Context: an optimization exercise on an open-source flow, tuned for small area and a short achievable clock period. The choices shown serve that exercise and are no tape-out recipe.
RTL that was checked went through simulation tests only; none was proved equivalent to the original.

==> flow/design.v (excerpt) <==
module cordic_stage (clk, reset, X_i, Y_i, Z_i, X_O, Y_O, Z_O);
  input clk;
  input reset;
  input  signed [15:0] X_i;
  input  signed [15:0] Y_i;
  input  signed [15:0] Z_i;
  output signed [15:0] X_O;
  output signed [15:0] Y_O;
  output signed [15:0] Z_O;
  reg [16*15-1:0] ws;
  reg [16*15-1:0] vs;
  reg [14:0] q;
  reg [14:0] n;
  reg signed [13:0] z1;
  reg signed [13:0] z2;
  reg signed [12:0] z3;
  reg signed [11:0] z4;
  reg signed [10:0] z5;
  reg signed [9:0]  z6;
  reg signed [8:0]  z7;
  reg signed [7:0]  z8;
  reg signed [6:0]  z9;
  reg signed [5:0]  z10;
  reg signed [4:0]  z11;
  reg signed [3:0]  z12;
  reg signed [2:0]  z13;
  reg signed [1:0]  z14;
  reg               z15;
  reg               zo;
  reg [15:0] xo, yo;
  wire qi = Z_i[15] ^ Z_i[14];
  always @(posedge clk) begin
    ws[15:0] <= X_i ^ {16{qi}};
    vs[15:0] <= Y_i ^ {16{Z_i[15]}};
    q[0]     <= qi;
    n[0]     <= Z_i[14];
  ...
==> flow/config.mk <==
export PLATFORM = sky130hd
export DESIGN_NAME = cordic_stage
export DESIGN_NICKNAME = cordic_stage
export VERILOG_FILES = /design/flow/design.v
export SDC_FILE = /design/flow/constraint.sdc
export NUM_CORES = 4
export LEC_CHECK = 0
export CAP_MARGIN = 20
export CORE_MARGIN = 2
export CORE_UTILIZATION = 40
export SETUP_SLACK_MARGIN = 0.5
export SLEW_MARGIN = 20
export SYNTH_HIERARCHICAL = 1
export SYNTH_MINIMUM_KEEP_SIZE = 0
==> flow/constraint.sdc <==
create_clock -name core_clock -period 3.65 [get_ports {clk}]
set_input_delay 0.7300 -clock core_clock [delete_from_list [all_inputs] [get_ports {clk}]]
set_output_delay 0.7300 -clock core_clock [all_outputs]
set_load 0.01 [all_outputs]
run.sh (not shown) runs the stock make flow with config.mk's settings and CLKGATE_MAP_FILE= SYNTH_SCRIPT=/design/flow/synth_recipe.tcl, a recipe that flattens the netlist after the stock synthesis.
The baseline completed without violations.
Rerun with:
--- a/flow/config.mk
+++ b/flow/config.mk
@@ -10,3 +10,2 @@
 export CORE_UTILIZATION = 40
-export SETUP_SLACK_MARGIN = 0.5
 export SLEW_MARGIN = 20
Result: The new run went through all stages and came out clean. Synthesized cell count is unchanged. Final area is about the same.
No functional check of the RTL was part of any run of this note.


cordic_stage, a different RTL version from the one above (not shown whole).
Size in the first run: about 4100 cells after synthesis, ~98 I/O pins, roughly 39000 sq um of cells after synthesis.
clock: 3.65 ns
lec_check: 0
cap_margin: 20
core_margin: 2
core_utilization: 40
cts_buf_list: sky130_fd_sc_hd__clkbuf_8
setup_slack_margin: 1.0
slew_margin: 20
synth_hierarchical: 1
synth_minimum_keep_size: 0
Edit:
--- a/flow/config.mk
+++ b/flow/config.mk
@@ -10,3 +10,4 @@
 export CORE_UTILIZATION = 40
-export CTS_BUF_LIST = sky130_fd_sc_hd__clkbuf_8
+export CTS_CLUSTER_DIAMETER = 120
+export CTS_CLUSTER_SIZE = 30
 export SETUP_SLACK_MARGIN = 1.0
What happened: The changed run completed without violations. Cell area shrinks by 4.5%. Critical path depth shrinks by 1. Via count shrinks by 2.5%. Die area stays the same. First-iteration DRC count grows by 13%. Setup slack improves by 0.011 ns. Routed wire length shrinks by 2.9%. Clock skew shrinks by 0.0060 ns. Final cell count shrinks by 3.3%.
Edit:
--- a/flow/config.mk
+++ b/flow/config.mk
@@ -10,4 +10,4 @@
 export CORE_UTILIZATION = 40
-export CTS_CLUSTER_DIAMETER = 120
-export CTS_CLUSTER_SIZE = 30
+export CTS_CLUSTER_DIAMETER = 100
+export CTS_CLUSTER_SIZE = 22
 export SETUP_SLACK_MARGIN = 1.0
The changed run passed the timing, design-rule and antenna checks.
Fmax goes down by 0.61%.
Worst setup slack is worse by 0.016 ns.
Area after synthesis does not change.
Edit:
--- a/flow/config.mk
+++ b/flow/config.mk
@@ -10,4 +10,2 @@
 export CORE_UTILIZATION = 40
-export CTS_CLUSTER_DIAMETER = 100
-export CTS_CLUSTER_SIZE = 22
 export SETUP_SLACK_MARGIN = 1.0
Outcome:
- The new run went through all stages and came out clean
- via count rose by about 1.3%
- hold slack is worse by 0.0074 ns
- die area stays the same
- synthesized area stays the same
- register-to-register slack hardly moves
- worst setup slack is better by 0.013 ns
- non-clock buffer count rose by 8
- synthesized cell count is unchanged
Edit:
--- a/flow/config.mk
+++ b/flow/config.mk
@@ -10,3 +10,3 @@
 export CORE_UTILIZATION = 40
-export SETUP_SLACK_MARGIN = 1.0
+export SETUP_SLACK_MARGIN = 1.2
 export SLEW_MARGIN = 20
Clock skew hardly moves.
Synthesized cell count stays the same.
Setup slack loses 0.0058 ns.
Die area does not change.
Routed wire length rises by 2.3%.
Core utilization rises by 1.3 points.
Critical path depth rises by 1.


Another version of the RTL of cordic_stage (not shown whole).
Size in the first run: about 680 flip-flops, ~36000 µm² of cells after synthesis.
Design cordic_stage, start of the top module:
module cordic_stage (clk, reset, X_i, Y_i, Z_i, X_O, Y_O, Z_O);
clock: 3.65 ns
lec_check: 0
cap_margin: 20
core_margin: 2
core_utilization: 40
cts_cluster_diameter: 100
cts_cluster_size: 22
setup_slack_margin: 1.0
slew_margin: 20
The starting point ran to the end with no violations.
Change:
--- a/flow/config.mk
+++ b/flow/config.mk
@@ -9,6 +9,9 @@
 export CORE_MARGIN = 2
-export CORE_UTILIZATION = 40
+export CORE_UTILIZATION = 55
 export CTS_CLUSTER_DIAMETER = 100
 export CTS_CLUSTER_SIZE = 22
-export SETUP_SLACK_MARGIN = 1.0
+export PLACE_DENSITY = 0.7
+export SETUP_SLACK_MARGIN = 1.2
 export SLEW_MARGIN = 20
+export SYNTH_HIERARCHICAL = 1
+export SYNTH_MINIMUM_KEEP_SIZE = 0
Result:
- The new run finished clean
- worst setup slack improved by 0.20 ns
- non-clock buffer count fell by 60
- global-route usage rose by 4.7 points
- sequential share of layout area fell by 0.67 points
- core utilization rose by 14 points
- clock skew fell by 0.014 ns
Change:
--- a/flow/config.mk
+++ b/flow/config.mk
@@ -9,6 +9,5 @@
 export CORE_MARGIN = 2
-export CORE_UTILIZATION = 55
+export CORE_UTILIZATION = 40
 export CTS_CLUSTER_DIAMETER = 100
 export CTS_CLUSTER_SIZE = 22
-export PLACE_DENSITY = 0.7
 export SETUP_SLACK_MARGIN = 1.2
After rerunning:
- clock-buffer cell count came out higher by 1
- die area came out higher by 37%
- routed wire length came out higher by about 3.2%
- via count came out lower by 0.65%
- final area came out higher by 1.8%
- sequential cell count is unchanged
- final cell count came out higher by about 7%
- global-route usage came out lower by 4.6 points
- setup slack gets better by 0.029 ns
Change:
--- a/flow/config.mk
+++ b/flow/config.mk
@@ -9,5 +9,6 @@
 export CORE_MARGIN = 2
-export CORE_UTILIZATION = 40
+export CORE_UTILIZATION = 70
 export CTS_CLUSTER_DIAMETER = 100
 export CTS_CLUSTER_SIZE = 22
+export PLACE_DENSITY = 0.85
 export SETUP_SLACK_MARGIN = 1.2
After rerunning: The changed run completed with no timing, DRC or antenna violations; sequential share of layout area is higher by 0.65 points; cell area is lower by a few percent; sequential cell count does not change; global-route usage is higher by 11 points; synthesized cell count is unchanged; count of clock-buffer cells in the layout is lower by 1; non-clock buffer count is lower by 5.


## P
Starting RTL as in the previous note.
// cordic_stage
module cordic_stage (clk, reset, X_i, Y_i, Z_i, X_O, Y_O, Z_O);
clock: 3.65 ns
lec_check: 0
cap_margin: 20
core_margin: 2
core_utilization: 40
cts_cluster_diameter: 100
cts_cluster_size: 26
setup_slack_margin: 1.2
slew_margin: 20
synth_hierarchical: 1
synth_minimum_keep_size: 0
The inputs of Q differ from those of P as listed below.
Settings: a change of SETUP_SLACK_MARGIN from 1.2 to 1.6; a change of CTS_CLUSTER_SIZE from 26 to 22.
==> comparison <==
Compared with P, Q shows first-pass GRT wire length that has gone up by a little under 10%.
Summary of Q over P: final estimated routing congestion in global placement shows a reduction of 0.038, utilization of the core after routing +6.5 points, cell area after placement moved up, sequential share of layout area went down 3.4 points.
Sort Q and P by total wirelength of the detailed-routed design, descending, and Q comes first.
Looking at cell at the slowest stage of the critical path, the dfxtp_2 result is from Q; the a221o_2 one comes from P.
Side by side, actual transition at the worst max-transition pin turned out higher in Q than in P.
Q vs P — final worst-path cycle share dropped 1.0 points.
Area of all placed cells without fillers, Q and P, higher one = Q.


cordic_stage, a different RTL version from the one above (not shown whole).
For scale: roughly 4200 cells after synthesis, ~660 flip-flops, ~98 I/O pins, about 40000 µm² of cells after synthesis.
clock: 3.65 ns
lec_check: 0
cap_margin: 20
core_margin: 2
core_utilization: 40
setup_slack_margin: 0.5
slew_margin: 20
synth_hierarchical: 1
synth_minimum_keep_size: 0
Rerun with:
- ABC_AREA: default -> 1
What happened:
- non-clock buffer count falls by 25
- clock skew falls by 0.015 ns
- clock-buffer cell count rises by 7
- die area rises by about 15%
- setup slack improved by 0.10 ns
- area after synthesis rises by about 15%
- wire length rises by about 28%
- cell count rises by 41%
No run of this note included a check of the RTL's function; only the layout flow was run.


cordic_stage, a different RTL version from the one above (not shown whole).
Size in the first run: ~98 I/O pins, ~0.045 mm^2 of cells after synthesis.
export LEC_CHECK = 0
export CAP_MARGIN = 20
export CORE_MARGIN = 2
export CORE_UTILIZATION = 65
export PLACE_DENSITY = 0.8
export SLEW_MARGIN = 20
create_clock -name core_clock -period 3.65 [get_ports {clk}]
The starting point completed with no timing, DRC or antenna violations.
==> next run, changes <==
Settings changed: CORE_UTILIZATION 65 to 40, PLACE_DENSITY 0.8 to unset, SETUP_SLACK_MARGIN set to 1.4.
Result: The changed run passed the timing, design-rule and antenna checks; via count rises slightly; register-to-register slack gets better by 430 ps.
==> next run, changes <==
Settings changed: SETUP_SLACK_MARGIN 1.4 to unset.
The new run finished clean.
Routed wire length went down by 10%.
Setup slack gets worse by 520 ps.
Via count went down by 6.8%.
Clock-buffer cell count went up by 6.
Register-to-register slack gets worse by 520 ps.
Worst hold slack gets better by 6.0 ps.
Die area does not change.
First-iteration DRC count went down by 9.5%.
Critical path depth is unchanged.
No run of this note included a check of the RTL's function; only the layout flow was run.

re-timing with driven ports:
The results above use ideal ports. As a check the final layouts listed here were re-extracted and re-timed, cells and wires unchanged. Step 1 (the two cells are an assumption about what drives the block):
set clk [get_ports {clk}]
set_driving_cell -lib_cell sky130_fd_sc_hd__clkbuf_16 $clk
set_driving_cell -lib_cell sky130_fd_sc_hd__buf_2 [delete_from_list [all_inputs] $clk]
Step 2 moves the port delays by t, midway between the first and last clock arrival at a register: inputs arrive t later, outputs are due t later. That takes back most of the time a late clock gives input paths. a / b / c = ideal / step 1 / step 2; a / b = the first two.
| run | t (ns) | setup slack, ns | worst setup path at the end | latest minus earliest clock arrival (ns) |
|---|---|---|---|---|
| the first run of note 1 | 0.693 | 0.630 / 0.630 / 0.630 | register to register | 0.025 / 0.025 |
| the second run of note 1 | 0.698 | 0.461 / 0.461 / 0.461 | register to register | 0.032 / 0.032 |
| the first run of note 2 | 0.799 | 0.967 / 0.967 / 0.967 | register to register | 0.037 / 0.037 |
| the second run of note 2 | 0.680 | 0.977 / 0.977 / 0.977 | register to register | 0.041 / 0.041 |
| the third run of note 2 | 0.648 | 0.961 / 0.961 / 0.961 | register to register | 0.018 / 0.018 |
| the fourth run of note 2 | 0.691 | 0.974 / 0.974 / 0.974 | register to register | 0.031 / 0.031 |
| the fifth run of note 2 | 0.684 | 0.968 / 0.968 / 0.968 | register to register | 0.034 / 0.033 |
| the first run of note 3 | 0.632 | 1.038 / 1.038 / 1.038 | register to register | 0.044 / 0.044 |
| the second run of note 3 | 0.645 | 1.237 / 1.237 / 1.237 | register to register | 0.031 / 0.031 |
| the third run of note 3 | 0.655 | 1.266 / 1.266 / 1.266 | register to register | 0.022 / 0.023 |
| the fourth run of note 3 | 0.631 | 1.096 / 1.096 / 1.096 | register to register | 0.024 / 0.025 |
| P | 0.704 | 1.239 / 1.239 / 1.239 | register to register | 0.028 / 0.028 |
| Q | 0.659 | 1.276 / 1.276 / 1.276 | register to register | 0.032 / 0.031 |
| the first run of note 5 | 0.688 | 0.670 / 0.670 / 0.670 | register to register | 0.052 / 0.052 |
| the second run of note 5 | 0.711 | 0.774 / 0.774 / 0.774 | register to register | 0.039 / 0.038 |
| the first run of note 6 | 0.688 | 0.213 / 0.213 / 0.213 | register to register | 0.064 / 0.063 |
| the second run of note 6 | 0.711 | 0.643 / 0.643 / 0.643 | register to register | 0.032 / 0.032 |
| the third run of note 6 | 0.700 | 0.119 / 0.119 / 0.119 | register to register | 0.038 / 0.037 |
After both steps every run listed still meets setup and hold.
